Background: an optimization exercise with open tools, aiming at small area, a short achievable clock period and few clock cycles per item. Do not read the settings as production practice. At most, simulation tests tie the RTL to the original design; equivalence was not proved. No functional check of the RTL was part of runs 7 and 8. No activity file was given, so power comes from the tool's default toggle rates.

==> design.v <==
module w0_pre (
    input  logic [15:0] b,
    output logic [15:0] bm,
    output logic        up
);
    logic [13:0] z, s;    
    always_comb begin
        logic [13:0] t, u;
        t = {~b[12:0], 1'b1};
        for (int l = 0; l < 4; l++)
            for (int i = 13; i >= 0; i--)
                if ((i >> l) & 1) t[i] = t[i] & t[((i >> l) << l) - 1];
        z = t;
        u = b[13:0];
        for (int l = 0; l < 4; l++)
            for (int j = 13; j >= 0; j--)
                if ((j >> l) & 1) u[13 - j] = u[13 - j] | u[13 - (((j >> l) << l) - 1)];
        s = u;
    end
    assign up = b[15] & (~b[14] | ~s[0]);
    assign bm = {b[15:14], b[13:0] ^ ({14{~b[15] & b[14]}} & z & s)};
endmodule
module bf_pg (
    input  logic [15:0] a,
    input  logic [15:0] b,
    output logic [15:0] p,
    output logic [15:0] g
);
    assign p = a ^ b;
    assign g = a & b;
endmodule
module bf_gs (
    input  logic [15:0] a,
    input  logic [15:0] b,
    output logic [15:0] gs
);
    assign gs = a & ~b;
endmodule
module add16_sum #(
    parameter bit PN = 1'b0,
    parameter int CI = 2
)(
    input  logic [15:0] p,
    input  logic [15:0] g,
    input  logic        ci,
    output logic [15:0] s
);
    logic [15:0] pp, G, P;
    logic        c;
    assign pp = PN ? ~p : p;
    assign c  = (CI == 2) ? ci : (CI == 3) ? ~ci : CI[0];
    always_comb begin
        G = g; P = pp;
        for (int l = 0; l < 4; l++)
            for (int i = 0; i < 16; i++)
                if ((i % (2 << l)) == (2 << l) - 1) begin
                    G[i] = G[i] | (P[i] & G[i - (1 << l)]);
                    P[i] = P[i] & P[i - (1 << l)];
                end
        for (int l = 2; l >= 0; l--)
            for (int i = 0; i < 16; i++)
                if ((i % (2 << l)) == (1 << l) - 1 && i >= (2 << l)) begin
                    G[i] = G[i] | (P[i] & G[i - (1 << l)]);
                    P[i] = P[i] & P[i - (1 << l)];
                end
    end
    assign s = pp ^ ({G[14:0], 1'b0} | ({P[14:0], 1'b1} & {16{c}}));
endmodule
module butterfly #(
    parameter bit FIXED = 1'b0
)(
    input  logic [15:0] a,
    input  logic [15:0] b,
    input  logic        ci,
    output logic [15:0] out0,
    output logic [15:0] out1
);
    logic [15:0] p, g, gs;
    bf_pg u_pg (.a(a), .b(b), .p(p), .g(g));
    bf_gs u_gs (.a(a), .b(b), .gs(gs));
    add16_sum #(.PN(1'b0), .CI(FIXED ? 0 : 2)) u_add (.p(p), .g(g),  .ci(ci), .s(out0));
    add16_sum #(.PN(1'b1), .CI(FIXED ? 1 : 3)) u_sub (.p(p), .g(gs), .ci(ci), .s(out1));
endmodule
module fft4 #(
    parameter int WIDTH = 32
)(
    input logic clk,
    input logic rst,
    input logic start,
    output logic done,
    input logic signed [WIDTH-1:0] in0,
    input logic signed [WIDTH-1:0] in1,
    input logic signed [WIDTH-1:0] in2,
    input logic signed [WIDTH-1:0] in3,
    output logic signed [WIDTH-1:0] out0,
    output logic signed [WIDTH-1:0] out1,
    output logic signed [WIDTH-1:0] out2,
    output logic signed [WIDTH-1:0] out3
);
    logic [15:0] b2r, b2i, b3r, b3i;
    logic        u2r, u2i, u3r, u3i;
    w0_pre p2r (.b(in2[31:16]), .bm(b2r), .up(u2r));
    w0_pre p2i (.b(in2[15:0]),  .bm(b2i), .up(u2i));
    w0_pre p3r (.b(in3[31:16]), .bm(b3r), .up(u3r));
    w0_pre p3i (.b(in3[15:0]),  .bm(b3i), .up(u3i));
    logic [15:0] e0r_d, e0i_d, e1r_d, e1i_d, o0r_d, o0i_d, o1r_d, o1i_d;
    butterfly bf_er (.a(in0[31:16]), .b(b2r), .ci(u2r), .out0(e0r_d), .out1(e1r_d));
    butterfly bf_ei (.a(in0[15:0]),  .b(b2i), .ci(u2i), .out0(e0i_d), .out1(e1i_d));
    butterfly bf_or (.a(in1[31:16]), .b(b3r), .ci(u3r), .out0(o0r_d), .out1(o1r_d));
    butterfly bf_oi (.a(in1[15:0]),  .b(b3i), .ci(u3i), .out0(o0i_d), .out1(o1i_d));
    logic [15:0] m0r_d, m0i_d;
    logic        up0r_d, up0i_d;
    w0_pre p0r (.b(o0r_d), .bm(m0r_d), .up(up0r_d));
    w0_pre p0i (.b(o0i_d), .bm(m0i_d), .up(up0i_d));
    logic [15:0] e0r, e0i, m0r, m0i, o1r, o1i;
    logic [15:1] e1r_h, e1i_h;
    logic        up0r, up0i;
    always_ff @(posedge clk) begin
        if (start) begin
            e0r <= e0r_d; e0i <= e0i_d;
            e1r_h <= e1r_d[15:1]; e1i_h <= e1i_d[15:1];
            m0r <= m0r_d; m0i <= m0i_d;
            up0r <= up0r_d; up0i <= up0i_d;
            o1r <= o1r_d; o1i <= o1i_d;
        end
    end
    logic [15:0] e1r, e1i;
    assign e1r = {e1r_h, e0r[0]};
    assign e1i = {e1i_h, e0i[0]};
    always_ff @(posedge clk or posedge rst) begin
        if (rst) done <= 1'b0;
        else if (start) done <= 1'b1;
    end
    butterfly bf_0r (.a(e0r), .b(m0r), .ci(up0r), .out0(out0[31:16]), .out1(out2[31:16]));
    butterfly bf_0i (.a(e0i), .b(m0i), .ci(up0i), .out0(out0[15:0]),  .out1(out2[15:0]));
    butterfly #(.FIXED(1'b1)) bf_1r (.a(e1r), .b(o1i), .ci(1'b0), .out0(out1[31:16]), .out1(out3[31:16]));
    butterfly #(.FIXED(1'b1)) bf_1i (.a(e1i), .b(o1r), .ci(1'b0), .out0(out3[15:0]),  .out1(out1[15:0]));
endmodule
==> flow/run.sh <==
#!/bin/bash
set -euo pipefail
export BUFFER_PORTS_ARGS="-buffer_cell sky130_fd_sc_hd__buf_1"
export SETUP_SLACK_MARGIN=5.3
bash standard.sh > standard.log 2>&1
==> standard.sh <==
#!/bin/bash
# synth_recipe.tcl (not shown) runs the flow's synth.tcl, then flattens the netlist and writes it again
# the make line also repeats each setting of config.mk as NAME=value (left out here)
make -C /OpenROAD-flow-scripts/flow DESIGN_CONFIG=/design/flow/config.mk WORK_HOME=/design/flow/orfs CLKGATE_MAP_FILE= SYNTH_SCRIPT=/design/flow/synth_recipe.tcl "${@:-finish}"
==> config.mk <==
export PLATFORM = sky130hd
export DESIGN_NAME = fft4
export DESIGN_NICKNAME = fft4
export VERILOG_FILES = /design/flow/design.v
export SDC_FILE = /design/flow/constraint.sdc
export NUM_CORES = 4
export LEC_CHECK = 0
export ABC_AREA = 1
export CAP_MARGIN = 20
export CORE_MARGIN = 2
export CORE_UTILIZATION = 60
export GPL_ROUTABILITY_DRIVEN = 0
export GPL_TIMING_DRIVEN = 1
export SLEW_MARGIN = 20
export SYNTH_HIERARCHICAL = 1
export SYNTH_MINIMUM_KEEP_SIZE = 0
==> constraint.sdc <==
create_clock -name core_clock -period 10.0 [get_ports {clk}]
set_input_delay 2.0000 -clock core_clock [delete_from_list [all_inputs] [get_ports {clk}]]
set_output_delay 2.0000 -clock core_clock [all_outputs]
set_load 0.01 [all_outputs]
==> results of run 1 <==
## what timing repair did
item / in CTS / in global routing
setup endpoints to repair: 25 / 44
gates cloned: 3 / 1
hold endpoints to repair: 0 / 0
buffers inserted: 3 / 46
gates resized for setup: 6 / 224
pin swaps: 4 / 104
## how the worst min path moves through the flow
stage	to	cells after the start
after floorplan	done	2
after global placement	done	2
after detailed placement	done	2
after CTS	done	2
after global routing	done	2
final	done	2
## state kept, by name, summed over array words and instances (netlist names)
| register | flops |
|---|---|
| o1r | 16 |
| e0i | 16 |
| up0i | 1 |
| e1r_h | 15 |
| e1i_h | 15 |
| o1i | 16 |
| e0r | 16 |
| m0r | 16 |
| up0r | 1 |
| m0i | 16 |
| done | 1 |
## layout by cell type (no fill, tap or decap), types with 39 or more instances in the layout
cell / n
a21oi_1: 82
xnor2_1: 46
inv_1: 501
buf_1: 240
nor2_4: 39
xor2_1: 151
buf_4: 47
edfxtp_1: 128
nor2_2: 187
ha_1: 125
nand3_1: 65
nor2_1: 160
nand2_2: 143
nand2_1: 531
inv_2: 62
## final cells by class
| cell class | count | area, µm² | area share, % |
|---|---|---|---|
| Clock inverter | 14 | 284 | 1.38 |
| Clock buffer | 18 | 429 | 2.09 |
| Multi-Input combinational cell | 1789 | 11900 | 58.0 |
| Timing Repair Buffer | 309 | 1430 | 6.97 |
| Tap cell | 378 | 473 | 2.30 |
| Sequential cell | 129 | 3870 | 18.8 |
| Antenna cell | 4 | 10.0 | 0.0487 |
| Inverter | 565 | 2120 | 10.3 |
## routing by layer
metal / global-route usage [%] / up-vias / part of all wire [%]
li1: - / 8272 / -
met1: 38.1 / 7316 / 45
met2: 46.4 / 447 / 47
met3: 4.22 / 56 / 6.3
met4: 7.27 / 0 / 1.7
met5: 0 / - / 0
## worst register-to-register path, stage by stage (launching register included)
cell     delay, ns
dfrtp_1       0.38
inv_1         0.06
nand2_1       0.04
## report_power, final
group | switching, mW | total (mW) | internal, mW | leakage, nW
Clock | 0.249 | 0.767 | 0.518 | 0.334
Combinational | 1.43 | 2.24 | 0.809 | 8.67
Sequential | 0.0769 | 0.804 | 0.727 | 1.26
Total | 1.76 | 3.81 | 2.06 | 10.3
==> qor.yml, run 1 <==
finalNonFillerCells: 3206
area_growth_pct: 19.9
post-route-period-util_pct: 46.7
status: "complete, no violations"
synth_fp_nets: 2788
syn_inst: 2501
path_delay_family: "simple AND/OR/NAND/NOR gates"
placedInstanceArea_um2: 18500
rsz0062_at_grt: "true"
die_x_um: 173
vdd_ir_drop_max_v: 0.000157
numCtsBuffers: 17
maxCapViolCount: 0
crit_cells: 23
timing.final.ws_setup_ns: 5.33
crit_type: "in -> reg"
startpoint_type: "input pin"
ys_warn_count: 12
postRouteAntennaNets: 0
drcViolationCount: 0
io_buffer_count: 259
fin_hold_ws_ns: 0.465
grt_pass1_wl_mm: 68.3
layout-drive-gt1-share_pct: 24.2
core_area_um2: 27900
hold_buffers: 0
final_core_utilization_pct: 73.5
critPathArrivalTime_ns: 4.82
grt_start_max_net_pins: 82
cts.htree.levels: 4
worstPathBufferInverterCount: 2
grt_overflow: 0
reg2reg_from: "done"
crit_path_frequent_cell: "nand2_2"
power_mw: 3.81
end_kind: "register"
p_per_area_nw_per_um2: 186
netlist_area_um2: 17100
cp-startpoint: "in3[8]"
fmax_ghz: 0.214
finalSetupTns_ns: 0
fillCellCount: 2258
drt_iter0_markers: 980
rows: 61
critPathSlowestCell: "ha_4"
slew_viol_final: 0
cts_tree: "yes"
worstSkewPairLatency_ns: 0.42
dpl.cell_count: 3117
dp_hpwl_mm: 35.3
wl_per_cell_um: 14.0
max_slew_margin_pct: 29.0
path_max_fanout: 5
cp_data_required_time_ns: 10.15
antenna_found_initial: 5
final.setup_skew_ns: 0
cts_num_sinks: 129
min_period_ns: 4.67
initial_core_util_pct: 61.3
tightest_slew_ns: 1.06
hold_viol_final: 0
nets: 3098
min_from: "done"
vias: 16100
r2r_cells: 2
path_cells: "buf_8, nor2_4, nand3b_1, nor2_4, nand2_2, nand2_2, o21ai_4, ha_4, a21oi_1, nand2_2, nand2_2, nand2_1, nand2_1, nand2_2, buf_4, a21oi_1, xnor2_1, nor2_1, nand3_2, nor2_4, nand2_1, nand2_1, o21ai_1"
pre_cts_ws_ns: 4.65
viasPerCell: 5.02
grt_pass1_vias: 14500
worstSetupEndpoint: "m0i[3]"
p_leak_nw: 10.3
routed_wl_mm: 45.0
ctsRootBufferMaster: "clkbuf_16"
syn_area_per_cell_um2: 6.85
r2r_end: "done"
first_pass_iters: 7
die_y_um: 173
cts.clk_slew.worst_paths_ns: 0.06
fin_area_um2: 20500
ios: 260
r2r_slack_ns: 9.42
die_area_um2: 29900
cpPeakStageDelay_ns: 0.26
cts_buffer_depth: 2
hold_path_class: "reg -> reg"
setup_violations: 0
grt.total_usage_pct: 28.0
Testbench counts, summed over its fixed seeds: cycles 1,600, items 1,600.
==> run 2, diff against run 1 <==
==> flow/run.sh (replaced) <==
#!/bin/bash
# Standard layout (the standard.sh, standard synthesis), with the port
# buffers made of sky130 buf_1 cells instead of the default pick (a delay
# buffer). Every port still gets its own buffer. make's full output goes to
# standard.log; ORFS keeps each step's log under orfs/logs.
set -euo pipefail
export BUFFER_PORTS_ARGS="-buffer_cell sky130_fd_sc_hd__buf_1"
bash standard.sh > standard.log 2>&1
--- a/config.mk
+++ b/config.mk
@@ -13,2 +13,3 @@
 export GPL_TIMING_DRIVEN = 1
+export SETUP_SLACK_MARGIN = 5
 export SLEW_MARGIN = 20
==> run 2 against run 1 <==
Against the previous run:
- clock skew is the same
- synthesized cell count is the same
- final cell count shrank 1.2%
- highest routed layer is now met5
- critical path depth grew 3
- utilization shrank 4.4 points
- non-clock buffer count shrank 35
- still clean on timing, DRC and antenna
- critical path type unchanged
- global-route usage shrank 0.67 points
- worst setup slack lost 0.11 ns
- count of clock-buffer cells in the layout shrank 1
- via count shrank 2.7%
- sequential power shrank 0.5%
==> qor.yml, run 2 <==
grt_pass1_wl_mm: 66.9  # was 68.3 mm
die_y_um: 173  # unchanged
final.setup_skew_ns: 0  # unchanged
slew_viol_final: 0  # unchanged
mostFrequentLayoutCell: "nand2_1"  # unchanged
r2r_slack_ns: 9.42  # about the same
cts_num_sinks: 129  # unchanged
die_area_um2: 29900  # unchanged
cp_data_required_time_ns: 10.18  # was 10.15 ns
max_slew_margin_pct: 39.1  # was 29.0%
cts.clk_slew.worst_paths_ns: 0.07  # was 0.06 ns
vdd_ir_drop_max_v: 0.000125  # was 0.000157 V
layout-drive-gt1-share_pct: 17.9  # was 24.2%
die_x_um: 173  # unchanged
grt.total_usage_pct: 27.3  # was 28.0%
numCtsBuffers: 17  # unchanged
tightest_slew_ns: 0.913  # was 1.06 ns
dpl.cell_count: 3117  # unchanged
syn_inst: 2501  # unchanged
grt_start_max_net_pins: 70  # was 82
antenna_found_initial: 3  # was 5
crit_type: "in -> reg"  # unchanged
nets: 3061  # was 3098
placedInstanceArea_um2: 18400  # was 18500 µm²
fin_hold_ws_ns: 0.463  # was 0.465 ns
cts.htree.levels: 4  # unchanged
setup_violations: 0  # unchanged
hold_viol_final: 0  # unchanged
first_pass_iters: 5  # was 7
hold_path_class: "reg -> reg"  # unchanged
path_delay_family: "simple AND/OR/NAND/NOR gates"  # unchanged
wl_met3_mm: 2.49  # was 2.82 mm
vias: 15700  # was 16100
rsz0062_at_grt: "false"  # was true
grt_pass1_vias: 14600  # was 14500
min_period_ns: 4.78  # was 4.67 ns
startpoint_type: "input pin"  # unchanged
status: "complete, no violations"  # unchanged
synth_fp_nets: 2788  # unchanged
grt_overflow: 0  # unchanged
cts_buffer_depth: 2  # unchanged
rows: 61  # unchanged
critPathSlowestCell: "ha_1"  # was ha_4
finalSetupTns_ns: 0  # unchanged
wl_per_cell_um: 13.1  # was 14.0 µm
netlist_area_um2: 17100  # unchanged
ios: 260  # unchanged
crit_path_frequent_cell: "nand2_1"  # was nand2_2
io_buffer_count: 259  # unchanged
postRouteAntennaNets: 0  # unchanged
viasPerCell: 4.95  # was 5.02
met1_length_mm: 17.6  # was 20.3 mm
cpPeakStageDelay_ns: 0.35  # was 0.26 ns
critPathArrivalTime_ns: 4.95  # was 4.82 ns
routed_wl_mm: 41.5  # was 45.0 mm
end_kind: "register"  # unchanged
initial_core_util_pct: 61.3  # unchanged
p_per_area_nw_per_um2: 183  # was 186 nW/µm²
drt_iter0_markers: 756  # was 980
top_layer: "met5"  # was met4
path_max_fanout: 6  # was 5
wl_met2_mm: 20.4  # was 21.1 mm
worstSkewPairLatency_ns: 0.43  # was 0.42 ns
syn_area_per_cell_um2: 6.85  # unchanged
worstPathBufferInverterCount: 3  # was 2
area_growth_pct: 12.8  # was 19.9%
hold_buffers: 0  # unchanged
finalNonFillerCells: 3167  # was 3206
final_cell_mix: "nand2_1, inv_1, buf_1"  # unchanged
post-route-period-util_pct: 47.8  # was 46.7%
drcViolationCount: 0  # unchanged
core_area_um2: 27900  # unchanged
fmax_ghz: 0.209  # was 0.214 GHz
cts_tree: "yes"  # unchanged
ctsRootBufferMaster: "clkbuf_16"  # unchanged
dp_hpwl_mm: 34.3  # was 35.3 mm
ys_warn_count: 12  # unchanged
maxCapViolCount: 0  # unchanged
p_leak_nw: 9.86  # was 10.3 nW
fin_area_um2: 19300  # was 20500 µm²
fillCellCount: 2457  # was 2258
## run 2: through the flow
| stage | utilization, % | total power [mW] | setup WS [ns] |
|---|---|---|---|
| after floorplan | - | 2.31 | 5.21 |
| after global placement | 65.9 | 2.87 | 4.73 |
| after detailed placement | 65.9 | 2.90 | 4.59 |
| after CTS | 68.0 | 3.53 | 5.04 |
| after global routing | 69.1 | 3.83 | 4.97 |
| final | 69.2 | 3.54 | 5.22 |
## run 2: where the power goes
part / internal (mW) / switching (mW)
registers: 0.727 / 0.0730
logic: 0.755 / 1.37
clock network: 0.350 / 0.267
## run 2: what timing repair did
action                     in CTS  in global routing
gates cloned                    0                  2
resized for setup               1                 41
setup endpoints to repair       1                 30
pin swaps                       0                 13
setup buffers                   0                 14
## run 2: final timing paths
check | from | to | cells after the start
min in group asynchronous | rst | done | 2
hold reg to reg | done | done | 2
max in group asynchronous | rst | done | 2
setup / recovery | in3[1] | m0i[10] | 26
setup reg to reg | done | done | 2
hold / removal | done | done | 2
## run 2: layer usage
metal	vias to the layer above	global-route usage (%)
li1	8210	-
met1	6967	33.7
met2	421	49.3
met3	64	3.94
met4	2	7.66
met5	-	0
## run 2: final cells by class
| cell class | count | area, µm² | area share, % |
|---|---|---|---|
| inverter | 565 | 2120 | 11.0 |
| multi-input combinational | 1787 | 11200 | 57.9 |
| clock buffer | 17 | 425 | 2.20 |
| clock inverter | 15 | 150 | 0.777 |
| timing repair buffer | 274 | 1090 | 5.64 |
| sequential | 129 | 3870 | 20.0 |
| tap | 378 | 473 | 2.45 |
| antenna | 2 | 5.00 | 0.0259 |
## run 2: worst reg2reg max path: stages, from the launching register on
cell and delay [ns]:
dfrtp_1 0.38, inv_1 0.05, nand2_1 0.04
==> run 3, diff against run 2 <==
--- a/design.v
+++ b/design.v
@@ -5,18 +5,13 @@
 );
-    logic [13:0] z, s;    
+    logic [14:0] z;    
     always_comb begin
-        logic [13:0] t, u;
-        t = {~b[12:0], 1'b1};
+        logic [14:0] t;
+        t = {~b[13:0], 1'b1};
         for (int l = 0; l < 4; l++)
-            for (int i = 13; i >= 0; i--)
+            for (int i = 14; i >= 0; i--)
                 if ((i >> l) & 1) t[i] = t[i] & t[((i >> l) << l) - 1];
         z = t;
-        u = b[13:0];
-        for (int l = 0; l < 4; l++)
-            for (int j = 13; j >= 0; j--)
-                if ((j >> l) & 1) u[13 - j] = u[13 - j] | u[13 - (((j >> l) << l) - 1)];
-        s = u;
     end
-    assign up = b[15] & (~b[14] | ~s[0]);
-    assign bm = {b[15:14], b[13:0] ^ ({14{~b[15] & b[14]}} & z & s)};
+    assign up = (b[15] & ~b[14]) | (b[14] & z[14]);
+    assign bm = {b[15], b[14:0] ^ ({15{~b[15] & b[14]}} & z)};
 endmodule
--- a/config.mk
+++ b/config.mk
@@ -10,3 +10,3 @@
 export CORE_MARGIN = 2
-export CORE_UTILIZATION = 60
+export CORE_UTILIZATION = 50
 export GPL_ROUTABILITY_DRIVEN = 0
==> run 3 against run 2 <==
Against the previous run:
- clock skew is the same
- register-to-register slack about the same
- routed wire length shrank 2.1%
- largest cell class unchanged
==> qor.yml, run 3 <==
hold_path_class: "reg -> reg"  # unchanged
dp_hpwl_mm: 34.3  # about the same
area_growth_pct: 12.7  # was 12.8%
grt_pass1_wl_mm: 66.0  # was 66.9 mm
p_leak_nw: 9.86  # about the same
fmax_ghz: 0.211  # was 0.209 GHz
cpPeakStageDelay_ns: 0.44  # was 0.35 ns
end_kind: "register"  # unchanged
path_max_fanout: 6  # unchanged
postRouteAntennaNets: 0  # unchanged
cts.clk_slew.worst_paths_ns: 0.07  # about the same
n_antenna_cell: 0  # was 2
viasPerCell: 4.76  # was 4.95
cts_num_sinks: 129  # unchanged
ios: 260  # unchanged
syn_inst: 2339  # was 2501
numCtsBuffers: 17  # unchanged
finalSetupTns_ns: 0  # unchanged
crit_path_frequent_cell: "nand2_1"  # unchanged
first_pass_iters: 5  # unchanged
rsz0062_at_grt: "false"  # unchanged
maxCapViolCount: 0  # unchanged
slew_viol_final: 0  # unchanged
placedInstanceArea_um2: 18200  # was 18400 µm²
die_area_um2: 35000  # was 29900 µm²
drcViolationCount: 0  # unchanged
p_per_area_nw_per_um2: 191  # was 183 nW/µm²
tightest_slew_ns: 0.995  # was 0.913 ns
post-route-period-util_pct: 47.3  # was 47.8%
cts.htree.levels: 4  # unchanged
final_cell_mix: "nand2_1, inv_1, buf_1"  # unchanged
die_x_um: 187  # was 173 µm
routed_wl_mm: 40.6  # was 41.5 mm
fin_hold_ws_ns: 0.454  # was 0.463 ns
cp_data_required_time_ns: 10.17  # was 10.18 ns
dpl.cell_count: 3031  # was 3117
ys_warn_count: 12  # unchanged
final.setup_skew_ns: 0  # unchanged
vias: 14600  # was 15700
cts_tree: "yes"  # unchanged
max_slew_margin_pct: 33.7  # was 39.1%
finalNonFillerCells: 3076  # was 3167
startpoint_type: "input pin"  # unchanged
rows: 67  # was 61
critPathArrivalTime_ns: 4.90  # was 4.95 ns
wl_per_cell_um: 13.2  # was 13.1 µm
mostFrequentLayoutCell: "nand2_1"  # unchanged
antenna_found_initial: 0  # was 3
grt_pass1_vias: 13800  # was 14600
ctsRootBufferMaster: "clkbuf_16"  # unchanged
grt_start_max_net_pins: 79  # was 70
nets: 2908  # was 3061
crit_type: "in -> reg"  # unchanged
io_buffer_count: 259  # unchanged
worstSkewPairLatency_ns: 0.43  # about the same
vdd_ir_drop_max_v: 0.000165  # was 0.000125 V
critPathSlowestCell: "xnor2_1"  # was ha_1
synth_fp_nets: 2632  # was 2788
setup_violations: 0  # unchanged
min_period_ns: 4.73  # was 4.78 ns
netlist_area_um2: 16800  # was 17100 µm²
hold_buffers: 0  # unchanged
layout-drive-gt1-share_pct: 19.4  # was 17.9%
hold_viol_final: 0  # unchanged
drt_iter0_markers: 687  # was 756
die_y_um: 187  # was 173 µm
initial_core_util_pct: 50.4  # was 61.3%
grt.total_usage_pct: 23.3  # was 27.3%
fin_area_um2: 18900  # was 19300 µm²
cts_buffer_depth: 2  # unchanged
core_area_um2: 33300  # was 27900 µm²
grt_overflow: 0  # unchanged
syn_area_per_cell_um2: 7.17  # was 6.85 µm²
path_cells: "buf_1, inv_2, nor2_4, buf_4, nand3b_4, xnor2_1, ha_1, nand2_1, nor2_2, nor2_1, o21bai_1, a21oi_1, xnor2_1, nor2_1, nand2_1, inv_1, nand3_2, nand2_1"
status: "complete, no violations"  # unchanged
## run 3: what timing repair did
action | in CTS | in global routing
resized for setup | 4 | 10
gates cloned | 0 | 0
setup endpoints to repair | 32 | 29
buffers inserted | 9 | 4
pin swaps | 3 | 3
## run 3: worst max-delay path, delay by kind of cell
| family | cells | cell delay, ns |
|---|---|---|
| fa+ha+maj | 1 | 0.43 |
| xor+xnor | 2 | 0.60 |
| buf+inv | 4 | 0.43 |
| compound gates | 2 | 0.33 |
| simple gates | 9 | 1.11 |
## run 3: worst paths after layout
path	startpoint	endpoint	slack [ns]	depth (start not counted)
min	done	done	0.45	2
max	in3[30]	m0r[10]	5.27	18
min in group asynchronous	rst	done	1.37	2
min reg2reg	done	done	0.45	2
max reg2reg	done	done	9.43	2
max in group asynchronous	rst	done	8.55	2
## run 3: per-stage QoR
step | util, % | total power, mW | setup WS, ns
after global routing | 56.8 | 3.90 | 5.01
final | 56.8 | 3.61 | 5.27
after global placement | 54.6 | 2.95 | 3.93
after floorplan | - | 2.35 | 5.36
after CTS | 56.6 | 3.63 | 5.08
after detailed placement | 54.6 | 2.98 | 3.84
## run 3: area by class of cell
| type | instances | area [µm²] |
|---|---|---|
| clock buffer | 17 | 425 |
| clock inverter | 15 | 149 |
| fill | 3164 | 14400 |
| inverter | 499 | 1870 |
| multi-input combinational | 1695 | 11000 |
| sequential | 129 | 3870 |
| tap | 448 | 561 |
| timing repair buffer | 273 | 1080 |
## run 3: power breakdown
group          internal, mW  switching [mW]  leakage [nW]
registers             0.731          0.0752          1.26
logic                 0.773            1.40          8.33
clock network         0.349           0.273         0.273
## run 3: per-layer routing
metal  wire, µm  vias up  global-route usage [%]  share of wire, %
met4        292        0                    3.85              0.72
met5          0        -                       0                 0
met1      18700     6581                    31.1                46
li1           -     7749                       -                 -
met2      19400      292                    40.4                48
met3       2260       20                    3.70               5.6
Testbench counts of run 3, summed over its fixed seeds: cycles 1,600, items 1,600.
==> run 4, diff against run 3 <==
--- a/config.mk
+++ b/config.mk
@@ -10,3 +10,3 @@
 export CORE_MARGIN = 2
-export CORE_UTILIZATION = 50
+export CORE_UTILIZATION = 60
 export GPL_ROUTABILITY_DRIVEN = 0
==> run 4 against run 3 <==
Against the previous run:
- still clean
- utilization up 11 points
- non-clock buffer count shrank 1
- via count is 0.48% higher
- global-route usage increased by 3.2 points
- first-iteration DRC count grew 0.87%
- sequential share of layout area increased by 0.060 points
- cell area is 0.29% lower
- critical path type unchanged
==> qor.yml, run 4 <==
worstPathBufferInverterCount: 3  # was 4
area_growth_pct: 12.4  # was 12.7%
first_pass_iters: 5  # unchanged
die_x_um: 171  # was 187 µm
grt_pass1_wl_mm: 61.8  # was 66.0 mm
vdd_ir_drop_max_v: 0.000148  # was 0.000165 V
die_area_um2: 29300  # was 35000 µm²
end_kind: "register"  # unchanged
slew_viol_final: 0  # unchanged
routed_wl_mm: 39.0  # was 40.6 mm
min_period_ns: 4.76  # was 4.73 ns
wl_per_cell_um: 13.0  # was 13.2 µm
met1_length_mm: 17.5  # was 18.7 mm
p_leak_nw: 9.87  # was 9.86 nW
grt_pass1_vias: 13500  # was 13800
critPathArrivalTime_ns: 4.93  # was 4.90 ns
wl_met3_mm: 1.78  # was 2.26 mm
nets: 2907  # was 2908
ios: 260  # unchanged
status: "complete, no violations"  # unchanged
numCtsBuffers: 17  # unchanged
netlist_area_um2: 16800  # unchanged
crit_type: "in -> reg"  # unchanged
rows: 61  # was 67
die_y_um: 171  # was 187 µm
p_seq_share_pct: 22.4  # about the same
cpPeakStageDelay_ns: 0.39  # was 0.44 ns
synth_fp_nets: 2632  # unchanged
p_sw_share_pct: 47.2  # was 48.6%
critPathSlowestCell: "ha_1"  # was xnor2_1
ctsRootBufferMaster: "clkbuf_16"  # unchanged
switchingPower_mw: 1.70  # was 1.75 mW
ys_warn_count: 12  # unchanged
vias: 14700  # was 14600
cts_tree: "yes"  # unchanged
grt.total_usage_pct: 26.5  # was 23.3%
p_per_area_nw_per_um2: 191  # about the same
top_layer: "met5"  # was met4
p_comb_share_pct: 59.9  # was 60.4%
cts.htree.levels: 4  # unchanged
finalSetupTns_ns: 0  # unchanged
grt_start_max_net_pins: 62  # was 79
io_buffer_count: 259  # unchanged
crit_path_frequent_cell: "nand2_1"  # unchanged
clockPowerShare_pct: 17.7  # was 17.3%
core_area_um2: 27600  # was 33300 µm²
fillCellCount: 2521  # was 3164
fmax_ghz: 0.210  # was 0.211 GHz
fin_hold_ws_ns: 0.451  # was 0.454 ns
rsz0062_at_grt: "true"  # was false
path_max_fanout: 9  # was 6
postRouteAntennaNets: 0  # unchanged
path_delay_family: "simple AND/OR/NAND/NOR gates"  # unchanged
antenna_found_initial: 2  # was 0
layout-drive-gt1-share_pct: 19.3  # was 19.4%
setup_violations: 0  # unchanged
viasPerCell: 4.90  # was 4.76
mostFrequentLayoutCell: "nand2_1"  # unchanged
final.setup_skew_ns: 0  # unchanged
syn_area_per_cell_um2: 7.17  # unchanged
cp_data_required_time_ns: 10.17  # about the same
worstSkewPairLatency_ns: 0.42  # was 0.43 ns
path_cells: "buf_1, nor2_4, nand2_2, nor2_8, nand3_2, nand2_1, nand2_1, ha_1, nand2_1, nor2_1, nand3_1, nand2_1, nor2_1, nand2_2, nand2_2, nand2_2, xor2_4, inv_2, nor2_4, buf_4, nand3b_4, o21ai_1, nand2_1"  # was buf_1, inv_2, nor2_4, buf_4, nand3b_4, xnor2_1, ha_1, nand2_1, nor2_2, nor2_1, o21bai_1, a21oi_1, xnor2_1, nor2_1, nand2_1, inv_1, nand3_2, nand2_1
initial_core_util_pct: 60.7  # was 50.4%
max_slew_margin_pct: 43.7  # was 33.7%
syn_inst: 2339  # unchanged
dp_hpwl_mm: 33.0  # was 34.3 mm
drcViolationCount: 0  # unchanged
maxCapViolCount: 0  # unchanged
cts_buffer_depth: 2  # unchanged
startpoint_type: "input pin"  # unchanged
cts.clk_slew.worst_paths_ns: 0.07  # about the same
post-route-period-util_pct: 47.6  # was 47.3%
final_cell_mix: "nand2_1, inv_1, buf_1"  # unchanged
wl_met2_mm: 18.8  # was 19.4 mm
final_core_utilization_pct: 68.2  # was 56.8%
hold_viol_final: 0  # unchanged
hold_path_class: "reg -> reg"  # unchanged
tightest_slew_ns: 0.844  # was 0.995 ns
drt_iter0_markers: 693  # was 687
cts_num_sinks: 129  # unchanged
power.internal_mw: 1.90  # was 1.85 mW
grt_overflow: 0  # unchanged
run 4: through the flow:
stage                     instances  total power [mW]  setup WS [ns]  instance area [µm²]
after floorplan                2339              2.35           5.36                16800
after global placement         2962              2.90           4.03                18100
after detailed placement       2962              2.95           3.85                18100
after CTS                      2997              3.60           5.04                18700
after global routing           3004              3.89           4.94                18900
final                          3005              3.59           5.24                18900
run 4: power groups by stage:
stage,sequential (mW),clock [mW],combinational (mW)
floorplan,0.784,0,1.57
global placement,0.815,0,2.09
detailed placement,0.815,0,2.13
CTS,0.805,0.647,2.15
global route,0.816,0.666,2.41
finish,0.804,0.636,2.15
run 4: what timing repair did:
action                                  in CTS  in global routing
resized for setup                            4                 10
hold buffers                                 0                  0
endpoints found under the setup margin      31                 33
pin swaps                                    2                  3
buffers inserted                             4                  7
run 4: final timing paths:
check	startpoint	end	slack (ns)	cells past startpoint
min in group asynchronous	rst	done	1.37	2
worst min register to register	done	done	0.45	2
worst max register to register	done	done	9.43	2
worst min-delay path	done	done	0.45	2
worst max-delay path	in3[1]	m0i[4]	5.24	23
max in group asynchronous	rst	done	8.55	2
run 4: area by class of cell:
type / instances / area, µm² / share of cell area, %
multi-input cells: 1695 / 11000 / 58.2
inverters: 499 / 1870 / 9.93
clock inverters: 14 / 166 / 0.883
clock buffers: 17 / 425 / 2.26
repair buffers: 272 / 1070 / 5.69
well taps: 378 / 473 / 2.51
diodes: 1 / 2.50 / 0.0133
flip-flops and latches: 129 / 3870 / 20.5
run 4: per-layer routing:
metal / up-vias / global-route usage (%)
li1: 7725 / -
met1: 6640 / 33.7
met2: 297 / 46.9
met3: 48 / 3.38
met4: 2 / 7.74
met5: - / 0
run 4: worst reg2reg max path: stages (launching register included):
cell     delay (ns)
dfrtp_1        0.37
inv_1          0.05
nand2_1        0.04
==> run 5, diff against run 4 <==
--- a/design.v
+++ b/design.v
@@ -26,9 +26,2 @@
 endmodule
-module bf_gs (
-    input  logic [15:0] a,
-    input  logic [15:0] b,
-    output logic [15:0] gs
-);
-    assign gs = a & ~b;
-endmodule
 module add16_sum #(
@@ -37,2 +30,3 @@
 )(
+    input  logic [15:0] a,
     input  logic [15:0] p,
@@ -42,8 +36,9 @@
 );
-    logic [15:0] pp, G, P;
+    logic [15:0] pp, gg, G, P;
     logic        c;
     assign pp = PN ? ~p : p;
+    assign gg = PN ? a & ~g : g;
     assign c  = (CI == 2) ? ci : (CI == 3) ? ~ci : CI[0];
     always_comb begin
-        G = g; P = pp;
+        G = gg; P = pp;
         for (int l = 0; l < 4; l++)
@@ -72,7 +67,6 @@
 );
-    logic [15:0] p, g, gs;
+    logic [15:0] p, g;
     bf_pg u_pg (.a(a), .b(b), .p(p), .g(g));
-    bf_gs u_gs (.a(a), .b(b), .gs(gs));
-    add16_sum #(.PN(1'b0), .CI(FIXED ? 0 : 2)) u_add (.p(p), .g(g),  .ci(ci), .s(out0));
-    add16_sum #(.PN(1'b1), .CI(FIXED ? 1 : 3)) u_sub (.p(p), .g(gs), .ci(ci), .s(out1));
+    add16_sum #(.PN(1'b0), .CI(FIXED ? 0 : 2)) u_add (.a(a), .p(p), .g(g), .ci(ci), .s(out0));
+    add16_sum #(.PN(1'b1), .CI(FIXED ? 1 : 3)) u_sub (.a(a), .p(p), .g(g), .ci(ci), .s(out1));
 endmodule
==> run 5 against run 4 <==
Against the previous run:
- critical path depth rose by 1
- count of clock-buffer cells in the layout did not move
- non-clock buffer count rose by 1
- power fell by 1.4%
- synthesized cell count fell by 2.1%
- clock power fell by 1%
- final cell count fell by 2.8%
- first-iteration DRC count fell by 0.14%
- largest power group unchanged
==> qor.yml, run 5 <==
tightest_slew_ns: 0.691  # was 0.844 ns
startpoint_type: "input pin"  # unchanged
first_pass_iters: 5  # unchanged
finalSetupTns_ns: 0  # unchanged
nets: 2860  # was 2907
r2r_slack_ns: 9.44  # was 9.43 ns
r2r_end: "done"  # unchanged
synth_fp_nets: 2584  # was 2632
switchingPower_mw: 1.68  # was 1.70 mW
dp_hpwl_mm: 32.3  # was 33.0 mm
core_area_um2: 26700  # was 27600 µm²
cpPeakStageDelay_ns: 0.42  # was 0.39 ns
postRouteAntennaNets: 0  # unchanged
grt_overflow: 0  # unchanged
rows: 60  # was 61
cts.htree.levels: 4  # unchanged
grt_pass1_vias: 13700  # was 13500
vdd_ir_drop_max_v: 0.000148  # about the same
cts.clk_slew.worst_paths_ns: 0.07  # about the same
crit_path_frequent_cell: "nand2_1"  # unchanged
reg2reg_from: "done"  # unchanged
final.setup_skew_ns: 0  # unchanged
multi_input_area_um2: 10500  # was 11000 µm²
p_sw_share_pct: 47.4  # was 47.2%
initial_core_util_pct: 60.5  # was 60.7%
vias: 14600  # was 14700
cts_tree: "yes"  # unchanged
viasPerCell: 5.01  # was 4.90
antenna_found_initial: 1  # was 2
seq_area_um2: 3870  # unchanged
hold_buffers: 0  # unchanged
ctsRootBufferMaster: "clkbuf_16"  # unchanged
p_comb_share_pct: 60.1  # was 59.9%
critPathSlowestCell: "ha_1"  # unchanged
wl_per_cell_um: 13.2  # was 13.0 µm
hold_viol_final: 0  # unchanged
grt_pass1_wl_mm: 63.0  # was 61.8 mm
layout-drive-gt1-share_pct: 11.7  # was 19.3%
worstPathBufferInverterCount: 2  # was 3
routed_wl_mm: 38.5  # was 39.0 mm
die_y_um: 168  # was 171 µm
path_cells: "buf_1, nor2_2, nand2_2, nor2_8, nand3_2, nand2_1, nand2_1, ha_1, nand2_1, nor2_1, nand3_1, nand2_1, nor2_1, nand2_2, nand2_2, nand2_2, xor2_2, inv_2, nor2_4, nand2_1, nor2_1, nand2_1, nand2_1, o21ai_1"  # was buf_1, nor2_4, nand2_2, nor2_8, nand3_2, nand2_1, nand2_1, ha_1, nand2_1, nor2_1, nand3_1, nand2_1, nor2_1, nand2_2, nand2_2, nand2_2, xor2_4, inv_2, nor2_4, buf_4, nand3b_4, o21ai_1, nand2_1
netlist_area_um2: 16100  # was 16800 µm²
min_from: "done"  # unchanged
drcViolationCount: 0  # unchanged
post-route-period-util_pct: 46.5  # was 47.6%
maxCapViolCount: 0  # unchanged
worstSkewPairLatency_ns: 0.43  # was 0.42 ns
rsz0062_at_grt: "true"  # unchanged
status: "complete, no violations"  # unchanged
path_delay_family: "simple AND/OR/NAND/NOR gates"  # unchanged
cts_buffer_depth: 2  # unchanged
syn_inst: 2291  # was 2339
syn_area_per_cell_um2: 7.04  # was 7.17 µm²
hold_end: "done"  # unchanged
r2r_cells: 2  # unchanged
end_kind: "register"  # unchanged
io_buffer_count: 259  # unchanged
die_x_um: 168  # was 171 µm
numCtsBuffers: 17  # unchanged
setup_violations: 0  # unchanged
fin_hold_ws_ns: 0.450  # was 0.451 ns
path_max_fanout: 9  # unchanged
ys_warn_count: 12  # unchanged
critPathArrivalTime_ns: 4.83  # was 4.93 ns
area_growth_pct: 12.4  # about the same
p_per_area_nw_per_um2: 195  # was 191 nW/µm²
slew_viol_final: 0  # unchanged
fmax_ghz: 0.215  # was 0.210 GHz
crit_type: "in -> reg"  # unchanged
cts_num_sinks: 129  # unchanged
power.internal_mw: 1.87  # was 1.90 mW
p_leak_nw: 9.60  # was 9.87 nW
die_area_um2: 28200  # was 29300 µm²
ios: 260  # unchanged
clockPowerShare_pct: 17.7  # about the same
min_period_ns: 4.65  # was 4.76 ns
max_slew_margin_pct: 53.9  # was 43.7%
p_seq_share_pct: 22.2  # was 22.4%
cp_data_required_time_ns: 10.18  # was 10.17 ns
drt_iter0_markers: 692  # was 693
hold_path_class: "reg -> reg"  # unchanged
fillCellCount: 2415  # was 2521
final_cell_mix: "nand2_1, inv_1, buf_1"  # unchanged
grt.total_usage_pct: 27.6  # was 26.5%
grt_start_max_net_pins: 62  # unchanged
mostFrequentLayoutCell: "nand2_1"  # unchanged
hold_depth: 2  # unchanged
==> run 5: cell type report <==
cell class	count	area share, %
clock buffers	17	2.35
multi-input cells	1695	57.7
inverters	451	9.34
flip-flops and latches	129	21.3
repair buffers	273	6.07
diodes	1	0.0138
clock inverters	15	0.856
well taps	341	2.35
==> run 5: per-layer routing <==
metal | vias to the layer above | GRT usage (%) | routed length [µm]
met5 | - | 0 | 0
met4 | 0 | 8.73 | 876
met3 | 58 | 4.94 | 1980
met2 | 322 | 48.3 | 18300
met1 | 6546 | 34.6 | 17400
li1 | 7720 | - | -
==> run 5: worst max-delay path by stage <==
stage / start / endpoint / depth (start not counted)
6_report: in3[19] / m0r[5] / 24
5_1_grt: in3[19] / m0r[7] / 24
4_1_cts: in3[19] / m0r[5] / 24
3_5_place_dp: in3[30] / m0r[5] / 25
3_3_place_gp: in3[30] / m0r[5] / 25
2_1_floorplan: in3[14] / m0i[4] / 21
==> run 5: repair_timing <==
action	CTS	global route
gates resized for setup	4	4
setup endpoints to repair	31	31
gates cloned	0	0
pin swaps	2	2
setup buffers	4	8
==> run 5: power by group through the flow <==
stage | Combinational (mW) | Clock, mW | Sequential [mW]
2_1_floorplan | 1.53 | 0 | 0.768
3_3_place_gp | 2.06 | 0 | 0.797
3_5_place_dp | 2.10 | 0 | 0.796
4_1_cts | 2.12 | 0.638 | 0.788
5_1_grt | 2.38 | 0.657 | 0.796
6_report | 2.13 | 0.627 | 0.787
==> run 5: per-stage QoR <==
stage | util [%] | instance area [µm²] | power [mW] | setup WS [ns] | instances
after floorplan | - | 16100 | 2.30 | 5.41 | 2291
after global placement | 65.3 | 17400 | 2.86 | 4.12 | 2876
after detailed placement | 65.4 | 17400 | 2.90 | 3.94 | 2877
after CTS | 67.7 | 18100 | 3.55 | 5.07 | 2913
after global routing | 68.0 | 18100 | 3.83 | 4.98 | 2921
final | 68.0 | 18100 | 3.54 | 5.35 | 2922
==> run 5: worst reg2reg max path: stages (launching register included) <==
cell     delay, ns
dfrtp_1       0.37
inv_1         0.05
nand2_1       0.04
Testbench counts of run 5, summed over its fixed seeds: cycles 1,600, items 1,600.
==> run 6, diff against run 5 <==
--- a/config.mk
+++ b/config.mk
@@ -11,2 +11,3 @@
 export CORE_UTILIZATION = 60
+export CTS_BUF_LIST = sky130_fd_sc_hd__clkbuf_4 sky130_fd_sc_hd__clkbuf_8
 export GPL_ROUTABILITY_DRIVEN = 0
==> run 6 against run 5 <==
Against the previous run:
- sequential cell count unchanged
- critical path depth down 8
- via count about the same
- utilization down 0.72 points
- cell area down 1.1%
- final cell count about the same
- synthesized cell count unchanged
- largest power group unchanged
- clock power down 26%
- critical path type is now reg -> out
- register-to-register slack about the same
- routed wire length down 0.33%
- non-clock buffer count unchanged
- combinational power about the same
==> qor.yml, run 6 <==
cts_buffer_depth: 2  # unchanged
final.setup_skew_ns: 0  # unchanged
rsz0062_at_grt: "false"  # was true
cp_data_required_time_ns: 8.00  # was 10.18 ns
hold_path_class: "reg -> reg"  # unchanged
wl_per_cell_um: 13.1  # was 13.2 µm
antenna_found_initial: 3  # was 1
die_x_um: 168  # unchanged
vias: 14600  # about the same
p_leak_nw: 9.51  # was 9.60 nW
vdd_ir_drop_max_v: 0.000142  # was 0.000148 V
crit_type: "reg -> out"  # was in -> reg
setup_violations: 0  # unchanged
postRouteAntennaNets: 0  # unchanged
status: "complete, no violations"  # unchanged
viasPerCell: 5.01  # about the same
area_growth_pct: 11.2  # was 12.4%
nets: 2860  # unchanged
grt_pass1_wl_mm: 62.6  # was 63.0 mm
ys_warn_count: 12  # unchanged
worstSkewPairLatency_ns: 0.48  # was 0.43 ns
grt_overflow: 0  # unchanged
syn_inst: 2291  # unchanged
startpoint_type: "register"  # was input pin
mostFrequentLayoutCell: "nand2_1"  # unchanged
finalSetupTns_ns: 0  # unchanged
io_buffer_count: 259  # unchanged
drcViolationCount: 0  # unchanged
timing.final.ws_setup_ns: 5.31  # was 5.35 ns
p_sw_share_pct: 49.1  # was 47.4%
fin_hold_ws_ns: 0.456  # was 0.450 ns
slew_viol_final: 0  # unchanged
initial_core_util_pct: 60.5  # unchanged
layout-drive-gt1-share_pct: 11.7  # about the same
end_kind: "output port"  # was register
hold_viol_final: 0  # unchanged
grt_start_max_net_pins: 62  # unchanged
cts.clk_slew.worst_paths_ns: 0.10  # was 0.07 ns
dp_hpwl_mm: 32.3  # unchanged
die_area_um2: 28200  # unchanged
ios: 260  # unchanged
netlist_area_um2: 16100  # unchanged
grt_pass1_vias: 13700  # about the same
routed_wl_mm: 38.4  # was 38.5 mm
final_cell_mix: "nand2_1, inv_1, buf_1"  # unchanged
core_area_um2: 26700  # unchanged
power.internal_mw: 1.72  # was 1.87 mW
post-route-period-util_pct: 46.9  # was 46.5%
min_period_ns: 4.69  # was 4.65 ns
maxCapViolCount: 0  # unchanged
cts_tree: "yes"  # unchanged
critPathArrivalTime_ns: 2.69  # was 4.83 ns
ctsRootBufferMaster: "clkbuf_8"  # was clkbuf_16
rows: 60  # unchanged
numCtsBuffers: 17  # unchanged
switchingPower_mw: 1.66  # was 1.68 mW
pre_cts_ws_ns: 3.94  # unchanged
cts_num_sinks: 129  # unchanged
drt_iter0_markers: 673  # was 692
cts.htree.levels: 4  # unchanged
max_slew_margin_pct: 53.5  # was 53.9%
syn_area_per_cell_um2: 7.04  # unchanged
first_pass_iters: 5  # unchanged
synth_fp_nets: 2584  # unchanged
fmax_ghz: 0.213  # was 0.215 GHz
p_comb_share_pct: 63.0  # was 60.1%
p_per_area_nw_per_um2: 188  # was 195 nW/µm²
clockPowerShare_pct: 13.8  # was 17.7%
tightest_slew_ns: 0.697  # was 0.691 ns
path_max_fanout: 3  # was 9
grt.total_usage_pct: 27.5  # was 27.6%
p_seq_share_pct: 23.2  # was 22.2%
die_y_um: 168  # unchanged
run 6: final timing paths:
kind	cells past startpoint	to	startpoint	slack [ns]
min in group asynchronous	2	done	rst	1.30
worst min-delay path	2	done	done	0.46
worst min register to register	2	done	done	0.46
worst max register to register	2	done	done	9.43
worst max-delay path	16	out3[15]	e1i_h[1]	5.31
max in group asynchronous	2	done	rst	8.61
run 6: area by class of cell:
type	count	area, µm²
Antenna cell	2	5.00
Clock buffer	17	234
Clock inverter	15	155
Fill cell	2439	8710
Inverter	451	1690
Multi-Input combinational cell	1695	10500
Sequential cell	129	3870
Tap cell	341	427
Timing Repair Buffer	273	1100
run 6: critical path: stages (launching register included):
cell      delay [ns]
edfxtp_1        0.42
ha_1            0.36
ha_1            0.22
inv_1           0.09
nand2_4         0.06
nand2_2         0.06
nand2_2         0.06
nand2_2         0.08
nand2_4         0.06
nand2_2         0.06
nand2_2         0.05
nand2_1         0.06
nand2_1         0.05
ha_1            0.17
nor2_1          0.13
xnor2_1         0.13
buf_1           0.16
run 6: power by group through the flow:
stage	clock (mW)	sequential, mW	combinational, mW
after CTS	0.472	0.786	2.12
after detailed placement	0	0.796	2.10
after global placement	0	0.797	2.06
final	0.466	0.786	2.13
after floorplan	0	0.768	1.53
after global routing	0.491	0.795	2.38
run 6: metrics by stage:
stage	power, mW	util (%)	area (µm²)	instances
2_1_floorplan	2.30	-	16100	2291
3_3_place_gp	2.86	65.3	17400	2876
3_5_place_dp	2.90	65.4	17400	2877
4_1_cts	3.38	67.0	17900	2913
5_1_grt	3.66	67.3	17900	2922
6_report	3.38	67.3	17900	2923
run 6: repair_timing:
action                                  4_1_cts  5_1_grt
buffers inserted                              4        8
endpoints found under the setup margin       30       27
resized for setup                             4        3
pin swaps                                     2        2
hold buffers                                  0        0
run 6: routing by layer:
metal,routed length [µm],GRT usage (%)
met5,7,0
met4,1070,9.41
met3,2340,4.77
met2,18000,47.6
met1,17000,34.7
==> run 7, diff against run 6 <==
--- a/design.v
+++ b/design.v
@@ -39,3 +39,3 @@
     assign pp = PN ? ~p : p;
-    assign gg = PN ? a & ~g : g;
+    assign gg = PN ? a & p : g;
     assign c  = (CI == 2) ? ci : (CI == 3) ? ~ci : CI[0];
==> run 7 against run 6 <==
Against the previous run:
- still clean on timing, DRC and antenna
- utilization rose by 0.81 points
- cell area fell by 0.77%
- sequential power rose by 1%
==> qor.yml, run 7 <==
vias: 14500  # was 14600
cts_buffer_depth: 2  # unchanged
cts_num_sinks: 129  # unchanged
post-route-period-util_pct: 47.3  # was 46.9%
grt.total_usage_pct: 27.9  # was 27.5%
dp_hpwl_mm: 32.2  # was 32.3 mm
max_slew_margin_pct: 31.5  # was 53.5%
cp_data_required_time_ns: 10.19  # was 8.00 ns
grt_start_max_net_pins: 77  # was 62
maxCapViolCount: 0  # unchanged
p_per_area_nw_per_um2: 206  # was 188 nW/µm²
netlist_area_um2: 16000  # was 16100 µm²
die_area_um2: 28000  # was 28200 µm²
slew_viol_final: 0  # unchanged
hold_path_class: "reg -> reg"  # unchanged
die_x_um: 167  # was 168 µm
worstSkewPairLatency_ns: 0.45  # was 0.48 ns
drcViolationCount: 0  # unchanged
timing.final.ws_setup_ns: 5.27  # was 5.31 ns
hold_viol_final: 0  # unchanged
wl_per_cell_um: 13.7  # was 13.1 µm
io_buffer_count: 259  # unchanged
antenna_found_initial: 3  # unchanged
cts.htree.levels: 4  # unchanged
min_from: "done"  # unchanged
nets: 2757  # was 2860
dpl.cell_count: 2774  # was 2877
setup_violations: 0  # unchanged
first_pass_iters: 16  # was 5
critPathArrivalTime_ns: 4.92  # was 2.69 ns
hold_buffers: 0  # unchanged
grt_pass1_wl_mm: 63.5  # was 62.6 mm
mostFrequentLayoutCell: "nand2_1"  # unchanged
core_area_um2: 26100  # was 26700 µm²
finalNonFillerCells: 2820  # was 2923
grtUsageMet2_pct: 47.8  # was 47.6%
ys_warn_count: 12  # unchanged
cts_tree: "yes"  # unchanged
ctsRootBufferMaster: "clkbuf_8"  # unchanged
met1_usage_pct: 35.4  # was 34.7%
rsz0062_at_grt: "false"  # unchanged
path_max_fanout: 6  # was 3
finalSetupTns_ns: 0  # unchanged
grt.busiest_layer: "met2"  # unchanged
postRouteAntennaNets: 0  # unchanged
final_cell_mix: "nand2_1, inv_1, buf_1"  # unchanged
vdd_ir_drop_max_v: 0.000153  # was 0.000142 V
cts.clk_slew.worst_paths_ns: 0.08  # was 0.10 ns
fmax_ghz: 0.211  # was 0.213 GHz
rows: 59  # was 60
final.setup_skew_ns: 0  # unchanged
grt_pass1_vias: 13600  # was 13700
final_core_utilization_pct: 68.1  # was 67.3%
viasPerCell: 5.13  # was 5.01
startpoint_type: "input pin"  # was register
syn_inst: 2195  # was 2291
numCtsBuffers: 17  # unchanged
min_period_ns: 4.73  # was 4.69 ns
pre_cts_ws_ns: 3.94  # about the same
routed_wl_mm: 38.7  # was 38.4 mm
status: "complete, no violations"  # unchanged
use_met3_pct: 5.86  # was 4.77%
syn_area_per_cell_um2: 7.29  # was 7.04 µm²
cp-startpoint: "in3[30]"  # was e1i_h[1]
reg2reg_from: "done"  # unchanged
crit_type: "in -> reg"  # was reg -> out
grt_overflow: 0  # unchanged
end_kind: "register"  # was output port
drt_iter0_markers: 743  # was 673
synth_fp_nets: 2482  # was 2584
initial_core_util_pct: 61.2  # was 60.5%
tightest_slew_ns: 1.03  # was 0.697 ns
ios: 260  # unchanged
area_growth_pct: 11.2  # about the same
layout-drive-gt1-share_pct: 15.7  # was 11.7%
die_y_um: 167  # was 168 µm
p_leak_nw: 9.10  # was 9.51 nW
run 7: path summary, 6_finish.rpt:
path                          end  slack (ns)  cells after the start
max                        m0r[4]        5.27                     22
min reg2reg                  done        0.45                      2
min in group asynchronous    done        1.34                      2
max in group asynchronous    done        8.58                      2
min                          done        0.45                      2
max reg2reg                  done        9.43                      2
run 7: through the flow:
| step | power [mW] | hold WS, ns | area [µm²] |
|---|---|---|---|
| final | 3.67 | 0.454 | 17800 |
| after global routing | 4.00 | 0.500 | 17800 |
| after CTS | 3.69 | 0.461 | 17700 |
| after detailed placement | 3.19 | 0.440 | 17300 |
| after global placement | 3.16 | 0.436 | 17300 |
| after floorplan | 2.53 | 0.493 | 16000 |
run 7: final cells by class:
type / count / area, µm²
Tap cell: 335 / 419
Antenna cell: 2 / 5.00
Sequential cell: 129 / 3870
Clock inverter: 9 / 104
Clock buffer: 23 / 304
Fill cell: 2357 / 8330
Timing Repair Buffer: 272 / 1070
Multi-Input combinational cell: 1739 / 10800
Inverter: 311 / 1180
run 7: critical path, stage by stage:
cell	delay, ns
buf_1	0.15
inv_2	0.07
nor2_4	0.16
buf_4	0.16
ha_1	0.15
xor2_1	0.08
ha_1	0.42
nand3_1	0.16
nor2_2	0.20
nand3_1	0.09
nand2_1	0.07
nor2_1	0.05
nand2_2	0.10
nand2_2	0.06
nand2_2	0.07
xor2_1	0.25
inv_2	0.09
nor2_4	0.14
buf_4	0.15
nand3b_4	0.09
o21ai_1	0.13
nand2_1	0.07
run 7: repair_timing:
action | 4_1_cts | 5_1_grt
cloned | 0 | 0
setup buffers | 4 | 8
gates resized for setup | 4 | 6
endpoints found under the setup margin | 31 | 33
pin swaps | 2 | 2
run 7: per-layer routing:
metal	vias to the layer above	part of all wire, %
li1	7553	-
met1	6477	44
met3	53	7.3
met4	2	2.1
met5	-	0.034
met2	389	47
run 7: power by group:
group,switching (mW),internal (mW)
Clock,0.215,0.253
Sequential,0.0609,0.735
Combinational,1.55,0.857
==> run 8, diff against run 7 <==
--- a/config.mk
+++ b/config.mk
@@ -10,3 +10,3 @@
 export CORE_MARGIN = 2
-export CORE_UTILIZATION = 60
+export CORE_UTILIZATION = 50
 export CTS_BUF_LIST = sky130_fd_sc_hd__clkbuf_4 sky130_fd_sc_hd__clkbuf_8
==> run 8 against run 7 <==
Against the previous run:
- sequential share of layout area shrank 0.15 points
- clock skew unchanged
- worst hold slack improved by 0.0041 ns
- largest power group unchanged
==> qor.yml, run 8 <==
die_x_um: 183  # was 167 µm
r2r_end: "done"  # unchanged
wl_per_cell_um: 13.5  # was 13.7 µm
layout-drive-gt1-share_pct: 15.9  # was 15.7%
dp_hpwl_mm: 32.9  # was 32.2 mm
grtUsageMet2_pct: 38.5  # was 47.8%
hold_depth: 2  # unchanged
max_slew_margin_pct: 32.5  # was 31.5%
met1_usage_pct: 32.3  # was 35.4%
path_max_fanout: 6  # unchanged
maxCapViolCount: 0  # unchanged
grt_pass1_vias: 13300  # was 13600
die_area_um2: 33500  # was 28000 µm²
ctsRootBufferMaster: "clkbuf_8"  # unchanged
tightest_slew_ns: 1.01  # was 1.03 ns
pre_cts_ws_ns: 3.91  # was 3.94 ns
mostFrequentLayoutCell: "nand2_1"  # unchanged
viasPerCell: 4.96  # was 5.13
critPathArrivalTime_ns: 2.78  # was 4.92 ns
ys_warn_count: 12  # unchanged
setup_violations: 0  # unchanged
startpoint_type: "register"  # was input pin
area_growth_pct: 12.0  # was 11.2%
initial_core_util_pct: 50.7  # was 61.2%
finalNonFillerCells: 2889  # was 2820
syn_inst: 2195  # unchanged
die_y_um: 183  # was 167 µm
rows: 65  # was 59
vdd_ir_drop_max_v: 0.000167  # was 0.000153 V
core_area_um2: 31600  # was 26100 µm²
end_kind: "output port"  # was register
cts.htree.levels: 4  # unchanged
numCtsBuffers: 17  # unchanged
worstSkewPairLatency_ns: 0.45  # about the same
grt_start_max_net_pins: 78  # was 77
rsz0062_at_grt: "true"  # was false
syn_area_per_cell_um2: 7.29  # unchanged
seq_area_um2: 3870  # unchanged
reg2reg_from: "done"  # unchanged
slew_viol_final: 0  # unchanged
p_leak_nw: 9.11  # was 9.10 nW
final_cell_mix: "nand2_1, inv_1, buf_1"  # unchanged
cts.clk_slew.worst_paths_ns: 0.09  # was 0.08 ns
ios: 260  # unchanged
cts_buffer_depth: 2  # unchanged
post-route-period-util_pct: 47.8  # was 47.3%
r2r_slack_ns: 9.43  # about the same
first_pass_iters: 5  # was 16
min_from: "done"  # unchanged
timing.final.ws_setup_ns: 5.22  # was 5.27 ns
finalSetupTns_ns: 0  # unchanged
p_per_area_nw_per_um2: 206  # about the same
drt_iter0_markers: 647  # was 743
final.setup_skew_ns: 0  # unchanged
fillCellCount: 3131  # was 2357
use_met3_pct: 4.71  # was 5.86%
grt.total_usage_pct: 23.7  # was 27.9%
synth_fp_nets: 2482  # unchanged
hold_end: "done"  # unchanged
antenna_found_initial: 4  # was 3
grt.busiest_layer: "met2"  # unchanged
r2r_cells: 2  # unchanged
status: "complete, no violations"  # unchanged
hold_viol_final: 0  # unchanged
hold_buffers: 0  # unchanged
multi_input_area_um2: 10900  # was 10800 µm²
final_core_utilization_pct: 56.8  # was 68.1%
vias: 14300  # was 14500
cts_num_sinks: 129  # unchanged
grt_pass1_wl_mm: 63.7  # was 63.5 mm
routed_wl_mm: 39.0  # was 38.7 mm
grt_overflow: 0  # unchanged
io_buffer_count: 259  # unchanged
cp_data_required_time_ns: 8.00  # was 10.19 ns
hold_path_class: "reg -> reg"  # unchanged
netlist_area_um2: 16000  # unchanged
postRouteAntennaNets: 0  # unchanged
nets: 2759  # was 2757
min_period_ns: 4.78  # was 4.73 ns
cts_tree: "yes"  # unchanged
drcViolationCount: 0  # unchanged
crit_type: "reg -> out"  # was in -> reg
dpl.cell_count: 2841  # was 2774
fmax_ghz: 0.209  # was 0.211 GHz
[run 8: changes by cell type in the layout (fill, tap and decap cells not counted), moves of 2 or more]
cell and delta:
xor2_1 -2, clkbuf_8 -4, clkinv_2 -3, buf_4 +2
clkinv_4 +5, xor2_2 +2, inv_6 +2
[run 8: metrics by stage]
stage	hold slack, ns	power (mW)	area (µm²)
2_1_floorplan	0.493	2.53	16000
3_3_place_gp	0.435	3.17	17300
3_5_place_dp	0.441	3.21	17300
4_1_cts	0.464	3.71	17800
5_1_grt	0.488	4.03	17900
6_report	0.458	3.69	17900
[run 8: critical path, stage by stage, from the launching register on]
cell      delay [ns]
edfxtp_1        0.57
ha_1            0.28
ha_1            0.17
inv_1           0.08
nand2_4         0.05
nand2_2         0.05
nand2_2         0.07
nand2_2         0.09
nand2_4         0.06
nand3_1         0.07
nand2_1         0.05
ha_1            0.17
nor2_1          0.11
xor2_1          0.30
buf_1           0.19
[run 8: layout make-up]
class	count	share of cell area, %
inverter	311	6.59
timing repair buffer	274	6.07
antenna	2	0.0279
clock inverter	14	1.00
tap	402	2.81
multi-input combinational	1739	60.6
clock buffer	18	1.35
sequential	129	21.6
[run 8: where the power goes]
part	leakage (nW)	switching [mW]	internal [mW]	total [mW]
Combinational	7.64	1.54	0.861	2.40
Clock	0.208	0.229	0.253	0.481
Sequential	1.26	0.0679	0.735	0.803
Total	9.11	1.84	1.85	3.69
[run 8: layer usage]
metal	vias to the layer above	share of wire [%]
met2	302	45
li1	7557	-
met4	4	1.8
met5	-	0.074
met3	40	5.9
met1	6418	48
[run 8: worst max path at each step]
| stage | slack [ns] | end | startpoint | cells past startpoint |
|---|---|---|---|---|
| floorplan | 5.40 | m0i[4] | in3[1] | 22 |
| global placement | 4.06 | m0i[5] | in3[14] | 25 |
| finish | 5.22 | out3[11] | e0i[0] | 14 |
| global route | 4.97 | m0r[13] | in3[30] | 24 |
| detailed placement | 3.91 | m0i[5] | in3[14] | 25 |
| CTS | 5.12 | m0r[13] | in3[30] | 24 |
[run 8: what timing repair did]
item	4_1_cts	5_1_grt
endpoints found under the setup margin	31	33
cloned	0	0
pin swaps	2	2
buffers inserted	6	8
gates resized for setup	4	6
==> run 9, diff against run 8 <==
--- a/design.v
+++ b/design.v
@@ -39,3 +39,3 @@
     assign pp = PN ? ~p : p;
-    assign gg = PN ? a & p : g;
+    assign gg = PN ? a & ~g : g;
     assign c  = (CI == 2) ? ci : (CI == 3) ? ~ci : CI[0];
--- a/config.mk
+++ b/config.mk
@@ -10,3 +10,3 @@
 export CORE_MARGIN = 2
-export CORE_UTILIZATION = 50
+export CORE_UTILIZATION = 65
 export CTS_BUF_LIST = sky130_fd_sc_hd__clkbuf_4 sky130_fd_sc_hd__clkbuf_8
==> run 9 against run 8 <==
Against the previous run:
- still clean on timing, DRC and antenna
- first-iteration DRC count rose by 51%
- global-route usage is 6.2 points higher
- synthesized cell count up 4.4%
- critical path depth up 4
- utilization rose by 17 points
- area after synthesis increased by 0.77%
- worst hold slack better by 0.017 ns
- largest cell class unchanged
- largest power group unchanged
==> qor.yml, run 9 <==
status: "complete, no violations"  # unchanged
crit_path_frequent_cell: "nor2_1"
final.setup_skew_ns: 0  # unchanged
grt_start_max_net_pins: 71  # was 78
cts.clk_slew.worst_paths_ns: 0.09  # about the same
cp_data_required_time_ns: 10.20  # was 8.00 ns
vias: 15100  # was 14300
wl_per_cell_um: 13.4  # was 13.5 µm
drt_iter0_markers: 977  # was 647
netlist_area_um2: 16100  # was 16000 µm²
crit_type: "in -> reg"  # was reg -> out
r2r_cells: 2  # unchanged
grt_pass1_vias: 14200  # was 13300
vdd_ir_drop_max_v: 0.000178  # was 0.000167 V
drcViolationCount: 0  # unchanged
postRouteAntennaNets: 0  # unchanged
n_antenna_cell: 0  # was 2
nets: 2865  # was 2759
worstPathBufferInverterCount: 3  # was 2
hold_depth: 2  # unchanged
hold_path_class: "reg -> reg"  # unchanged
viasPerCell: 5.19  # was 4.96
p_per_area_nw_per_um2: 191  # was 206 nW/µm²
ctsRootBufferMaster: "clkbuf_8"  # unchanged
tightest_slew_ns: 0.912  # was 1.01 ns
fmax_ghz: 0.210  # was 0.209 GHz
startpoint_type: "input pin"  # was register
ys_warn_count: 12  # unchanged
die_x_um: 162  # was 183 µm
core_area_um2: 24300  # was 31600 µm²
ios: 260  # unchanged
cts.htree.levels: 4  # unchanged
critPathSlowestCell: "xnor2_1"  # was edfxtp_1
initial_core_util_pct: 66.3  # was 50.7%
maxCapViolCount: 0  # unchanged
setup_violations: 0  # unchanged
cpPeakStageDelay_ns: 0.42  # was 0.57 ns
path_cells: "buf_1, inv_2, nor2_4, buf_4, ha_1, xor2_1, ha_1, nand3_1, nor2_2, nor2_1, o21bai_1, a21oi_1, xnor2_1, nor2_1, nand2_1, nor2_1, nand3_1, nand2_1"  # was ha_1, ha_1, inv_1, nand2_4, nand2_2, nand2_2, nand2_2, nand2_4, nand3_1, nand2_1, ha_1, nor2_1, xor2_1, buf_1
grt_overflow: 0  # unchanged
path_delay_family: "simple AND/OR/NAND/NOR gates"  # was adder cells
first_pass_iters: 5  # unchanged
rows: 57  # was 65
grt_pass1_wl_mm: 63.2  # was 63.7 mm
p_leak_nw: 9.55  # was 9.11 nW
max_slew_margin_pct: 39.2  # was 32.5%
path_max_fanout: 9  # was 6
numCtsBuffers: 17  # unchanged
die_y_um: 162  # was 183 µm
layout-drive-gt1-share_pct: 12.0  # was 15.9%
cts_tree: "yes"  # unchanged
finalSetupTns_ns: 0  # unchanged
cts_buffer_depth: 2  # unchanged
grt.total_usage_pct: 29.9  # was 23.7%
area_growth_pct: 11.5  # was 12.0%
synth_fp_nets: 2584  # was 2482
syn_area_per_cell_um2: 7.04  # was 7.29 µm²
io_buffer_count: 259  # unchanged
crit_cells: 18  # was 14
dp_hpwl_mm: 32.4  # was 32.9 mm
min_period_ns: 4.76  # was 4.78 ns
hold_viol_final: 0  # unchanged
mostFrequentLayoutCell: "nand2_1"  # unchanged
post-route-period-util_pct: 47.6  # was 47.8%
critPathArrivalTime_ns: 4.96  # was 2.78 ns
slew_viol_final: 0  # unchanged
fin_hold_ws_ns: 0.475  # was 0.458 ns
final_cell_mix: "nand2_1, inv_1, buf_1"  # unchanged
end_kind: "register"  # was output port
worstSkewPairLatency_ns: 0.47  # was 0.45 ns
antenna_found_initial: 0  # was 4
syn_inst: 2291  # was 2195
die_area_um2: 26100  # was 33500 µm²
cts_num_sinks: 129  # unchanged
rsz0062_at_grt: "true"  # unchanged
routed_wl_mm: 39.1  # was 39.0 mm
run 9: cell type report:
type | instances | area (µm²)
clock buffer | 17 | 234
clock inverter | 14 | 189
inverter | 451 | 1690
fill | 2046 | 6340
multi-input combinational | 1695 | 10500
tap | 324 | 405
timing repair buffer | 278 | 1120
sequential | 129 | 3870
run 9: final timing paths:
check	from	to	slack, ns
max	in3[14]	up0i	5.24
min	done	done	0.47
max reg2reg	done	done	9.41
min reg2reg	done	done	0.47
max in group asynchronous	rst	done	8.59
min in group asynchronous	rst	done	1.32
run 9: routing by layer:
layer	vias to the layer above	track usage, %	wire (µm)
met2	516	52.5	18800
met1	6765	36.8	16400
met5	-	0	0
met4	0	11.3	1300
li1	7732	-	-
met3	89	4.80	2610
run 9: worst min-delay path: cells and delay by family (launching register included):
kind | cells | cell delay, ns
DFF | 1 | 0.35
buffers and inverters | 1 | 0.05
and+or+nand+nor | 1 | 0.05
run 9: power breakdown:
group | switching, mW | internal, mW | total, mW
registers | 0.0583 | 0.727 | 0.786
logic | 1.37 | 0.771 | 2.14
clock network | 0.227 | 0.270 | 0.497
total | 1.66 | 1.77 | 3.43
run 9: timing repair:
item	CTS	global route
endpoints found under the setup margin	30	31
pin swaps	2	2
hold buffers	0	0
resized for setup	4	5
setup buffers	4	14
run 9: stage by stage:
| stage | instances | setup WS (ns) | utilization, % | power (mW) | instance area (µm²) |
|---|---|---|---|---|---|
| detailed placement | 2859 | 3.89 | 71.4 | 2.91 | 17400 |
| floorplan | 2291 | 5.41 | - | 2.30 | 16100 |
| finish | 2908 | 5.24 | 73.9 | 3.43 | 18000 |
| global placement | 2859 | 4.10 | 71.4 | 2.85 | 17400 |
| global route | 2908 | 4.96 | 73.9 | 3.70 | 18000 |
| CTS | 2894 | 5.12 | 73.4 | 3.42 | 17800 |
Testbench counts of run 9, summed over its fixed seeds: cycles 1,600, items 1,600.

Check on run 9: ideal ports give 5.241 ns setup slack; a clkbuf_16 on the clock port and buf_2 on the inputs give 5.260 ns; moving port delays by the midpoint clock arrival (0.502 ns) as well gives 4.757 ns.
